Background: an optimization exercise with open tools, aiming at small area. Do not read the settings as production practice.
Power figures rest on the tool's default switching activity, not on a simulated workload.

==> module planeController, before the edit <==
module planeController
#(
    parameter   OUT_NUM = 64,
    parameter   D_WIDTH = 8,     
    parameter   C_WIDTH = 5,      
    parameter   MCU_CLK_DIVIDER = 2  
)
(
    input       clk,
    input       reset,
    input       [D_WIDTH - 1:0] dataIn,
    input       dataEn,
    input       rs,
    output      [OUT_NUM - 1:0] pwmOut,
    output      mcuClk
);
reg [C_WIDTH - 1:0] mem [0:OUT_NUM - 1];
reg [D_WIDTH - 2:0] memAddr;  
reg [C_WIDTH - 1:0] cnt;  
reg incDec;  
reg pwmEnabled;  
reg prevDataEn;
reg syncDataEn;
reg dataEnNegEdge;
assign mcuClk = cnt[MCU_CLK_DIVIDER];
wire exec   = reset & dataEnNegEdge;
wire cmd    = exec & rs;
wire wr     = exec & ~rs;
wire clean  = cmd & (dataIn == 8'b0000_0001);
wire [D_WIDTH - 2:0] addrMatch = ~(memAddr ^ {(D_WIDTH - 1){incDec}});
wire [D_WIDTH - 2:0] addrToggle;
assign addrToggle[0] = 1'b1;
genvar k;
generate
for (k = 1; k < D_WIDTH - 1; k = k + 1) begin: addrStep
    assign addrToggle[k] = addrToggle[k - 1] & addrMatch[k - 1];
end
endgenerate
wire [D_WIDTH - 2:0] addrStepped = memAddr ^ addrToggle;
always @(posedge clk) begin
    if (!reset) begin
        pwmEnabled <= 1'b0;
        memAddr <= 1'b0;
        incDec <= 1'b0;
    end else begin
        if (dataEnNegEdge) begin
            if (rs == 1'b1) begin
                casez(dataIn)
                    8'b0000_001?: memAddr <= 'b0;  
                    8'b0000_01??: incDec <= dataIn[1];
                    8'b0000_1???: pwmEnabled <= dataIn[2];
                    8'b1???_????: memAddr <= dataIn[D_WIDTH - 2:0];  
                    default: ;
                endcase
            end else begin
                memAddr <= addrStepped;
            end
        end
    end
end
always @(posedge clk) begin
    dataEnNegEdge <= prevDataEn & ~syncDataEn;
    syncDataEn <= dataEn;
    prevDataEn <= syncDataEn;
end
wire [C_WIDTH - 1:0] cntToggle = {&cnt[3:0], &cnt[2:0], &cnt[1:0], cnt[0], 1'b1};
always @(posedge clk) begin
    if (!reset)
        cnt <= 0;
    else if (cnt[4] & cnt[3] & cnt[2] & cnt[1])
        cnt <= 0;
    else
        cnt <= cnt ^ cntToggle;
end
wire [C_WIDTH - 1:0] wdata;
wire [C_WIDTH - 1:0] nc;
wire [7:0] nga, ngb;
planeController_shared shared (
    .dataIn(dataIn[C_WIDTH - 1:0]), .clean(clean), .wr(wr), .cnt(cnt),
    .pwmEnabled(pwmEnabled), .memAddr(memAddr),
    .wdata(wdata), .nc(nc), .nga(nga), .ngb(ngb)
);
genvar i;
generate
for (i = 0; i < OUT_NUM; i = i + 1) begin: pwmOuts
    wire we = ~(nga[i % 8] | ngb[i / 8]);
    always @(posedge clk) begin
        if (we)
            mem[i] <= wdata;
    end
    wire [C_WIDTH - 1:0] m = mem[i];
    wire g2;
    planeController_cmp3 lo (.m(m[2:0]), .n(nc[2:0]), .o(g2));
    planeController_cmp2 hi (.m(m[4:3]), .n(nc[4:3]), .ci(g2), .o(pwmOut[i]));
end
endgenerate
endmodule  
==> module planeController_shared, before the edit <==
module planeController_shared (
    input  [4:0] dataIn,
    input        clean,
    input        wr,
    input  [4:0] cnt,
    input        pwmEnabled,
    input  [6:0] memAddr,
    output [4:0] wdata,
    output [4:0] nc,
    output [7:0] nga,
    output [7:0] ngb
);
    assign wdata = {dataIn[4:1], dataIn[0] & ~clean};
    assign nc = ~(cnt | {5{~pwmEnabled}});
    genvar j;
    for (j = 0; j < 8; j = j + 1) begin: dec
        assign nga[j] = ~(clean | (wr & ~memAddr[6] & (memAddr[2:0] == j)));
        assign ngb[j] = ~(clean | (memAddr[5:3] == j));
    end
endmodule
==> module planeController_cmp3, before the edit <==
module planeController_cmp3 (
    input  [2:0] m,
    input  [2:0] n,
    output o
);
    wire a = ~((m[1] & n[1]) | (m[0] & n[0]));
    wire b = ~((m[2] | n[2]) & (m[1] | n[1]));
    wire c = ~(m[2] & n[2]);
    assign o = ~((a | b) & c);
endmodule
Settings: LEC_CHECK=0, CAP_MARGIN=5, CORE_MARGIN=2, CORE_UTILIZATION=65, PLACE_DENSITY=0.8, SLEW_MARGIN=5, SYNTH_HIERARCHICAL=1; clock period 10.0 ns.
standard.sh (not shown) runs the stock make flow with config.mk's settings and CLKGATE_MAP_FILE= SYNTH_SCRIPT=/design/flow/synth_recipe.tcl, a recipe that flattens the netlist after the stock synthesis.
==> flow/flow/run.sh <==
#!/bin/bash
# Layout flow: the standard ORFS flow (standard.sh), with
#  - clock tree synthesis of smaller clock buffers in larger clusters and
#    without dummy loads,
#  - port buffers of the smallest buffer cell.
# ORFS writes each step's log under orfs/logs; make's own output goes to
# standard.log.
set -e
export CTS_ARGS="-sink_clustering_enable -repair_clock_nets -dont_use_dummy_load -buf_list sky130_fd_sc_hd__clkbuf_4 -sink_clustering_size 10 -sink_clustering_max_diameter 50"
export BUFFER_PORTS_ARGS="-buffer_cell sky130_fd_sc_hd__buf_1"
bash standard.sh > standard.log 2>&1
==> next run, changes <==
--- a/flow/design.v
+++ b/flow/design.v
@@ -70,63 +70,37 @@
     else if (cnt[4] & cnt[3] & cnt[2] & cnt[1])
         cnt <= 0;
     else
         cnt <= cnt ^ cntToggle;
 end
-wire [C_WIDTH - 1:0] wdata;
-wire [C_WIDTH - 1:0] nc;
-wire [7:0] nga, ngb;
-planeController_shared shared (
-    .dataIn(dataIn[C_WIDTH - 1:0]), .clean(clean), .wr(wr), .cnt(cnt),
-    .pwmEnabled(pwmEnabled), .memAddr(memAddr),
-    .wdata(wdata), .nc(nc), .nga(nga), .ngb(ngb)
-);
+wire [C_WIDTH - 1:0] wdata = {dataIn[C_WIDTH - 1:1], ~dataIn[0] | clean};
+wire [C_WIDTH - 1:0] c = cnt | {C_WIDTH{~pwmEnabled}};
+wire [C_WIDTH - 1:0] nc = ~c;
+wire [7:0] ga, gb;
+genvar j;
+generate
+for (j = 0; j < 8; j = j + 1) begin: dec
+    assign ga[j] = clean | (wr & ~memAddr[6] & (memAddr[2:0] == j));
+    assign gb[j] = clean | (memAddr[5:3] == j);
+end
+endgenerate
 genvar i;
 generate
 for (i = 0; i < OUT_NUM; i = i + 1) begin: pwmOuts
-    wire we = ~(nga[i % 8] | ngb[i / 8]);
+    wire we = ga[i % 8] & gb[i / 8];
     always @(posedge clk) begin
         if (we)
             mem[i] <= wdata;
     end
     wire [C_WIDTH - 1:0] m = mem[i];
+    wire g0 = ~(m[0] | c[0]);
     wire g2;
-    planeController_cmp3 lo (.m(m[2:0]), .n(nc[2:0]), .o(g2));
+    planeController_cmp2 lo (.m(m[2:1]), .n(nc[2:1]), .ci(g0), .o(g2));
     planeController_cmp2 hi (.m(m[4:3]), .n(nc[4:3]), .ci(g2), .o(pwmOut[i]));
 end
 endgenerate
 endmodule  
-module planeController_shared (
-    input  [4:0] dataIn,
-    input        clean,
-    input        wr,
-    input  [4:0] cnt,
-    input        pwmEnabled,
-    input  [6:0] memAddr,
-    output [4:0] wdata,
-    output [4:0] nc,
-    output [7:0] nga,
-    output [7:0] ngb
-);
-    assign wdata = {dataIn[4:1], dataIn[0] & ~clean};
-    assign nc = ~(cnt | {5{~pwmEnabled}});
-    genvar j;
-    for (j = 0; j < 8; j = j + 1) begin: dec
-        assign nga[j] = ~(clean | (wr & ~memAddr[6] & (memAddr[2:0] == j)));
-        assign ngb[j] = ~(clean | (memAddr[5:3] == j));
-    end
-endmodule
-module planeController_cmp3 (
-    input  [2:0] m,
-    input  [2:0] n,
-    output o
-);
-    wire a = ~((m[1] & n[1]) | (m[0] & n[0]));
-    wire b = ~((m[2] | n[2]) & (m[1] | n[1]));
-    wire c = ~(m[2] & n[2]);
-    assign o = ~((a | b) & c);
-endmodule
 module planeController_cmp2 (
     input  [1:0] m,
     input  [1:0] n,
     input  ci,
     output o
The new run went through all stages and came out clean.
Routed wire length climbs by 2.0%.
Via count climbs by 2.2%.
Final area goes up by 0.72%.
Clock skew fell by 0.0032 ns.
Die area went up by 1.0%.
Utilization is about the same.
Clock-buffer cell count does not change.
Worst setup slack degrades by 0.20 ns.
Global-route usage came out higher by 0.74 points.
Total power drops by 0.32%.
Function was not checked in any run of this note: the RTL went through the layout flow alone.

-- re-timing with driven ports --
How much do the figures lean on ideal ports? The routed layouts below were timed once more, with nothing changed but the port constraints.
Step 1 assumes that a clkbuf_16 drives the clock port and a buf_2 every other input.
Step 2 adds t to the input delays and takes it off the output delays; t is the mean of the earliest and latest rising clock arrival at the registers after step 1. Input paths then give back, and output paths get back, about the clock's delay inside the block.
a / b / c = ideal ports / drivers / drivers and shift; a / b = the first two.
| run | shift t [ns] | setup slack, ns | hold slack, ns | worst register clock-pin slew, ns | pins driven straight from the clock port |
|---|---|---|---|---|---|
| the first run | 0.671 | 4.272 / 4.227 / 4.898 | 0.364 / 0.364 / 0.364 | 0.11 / 0.11 | 1 |
| the second run | 0.674 | 4.068 / 4.030 / 4.705 | 0.361 / 0.361 / 0.361 | 0.11 / 0.11 | 1 |
After both steps setup and hold are still met in every run listed.
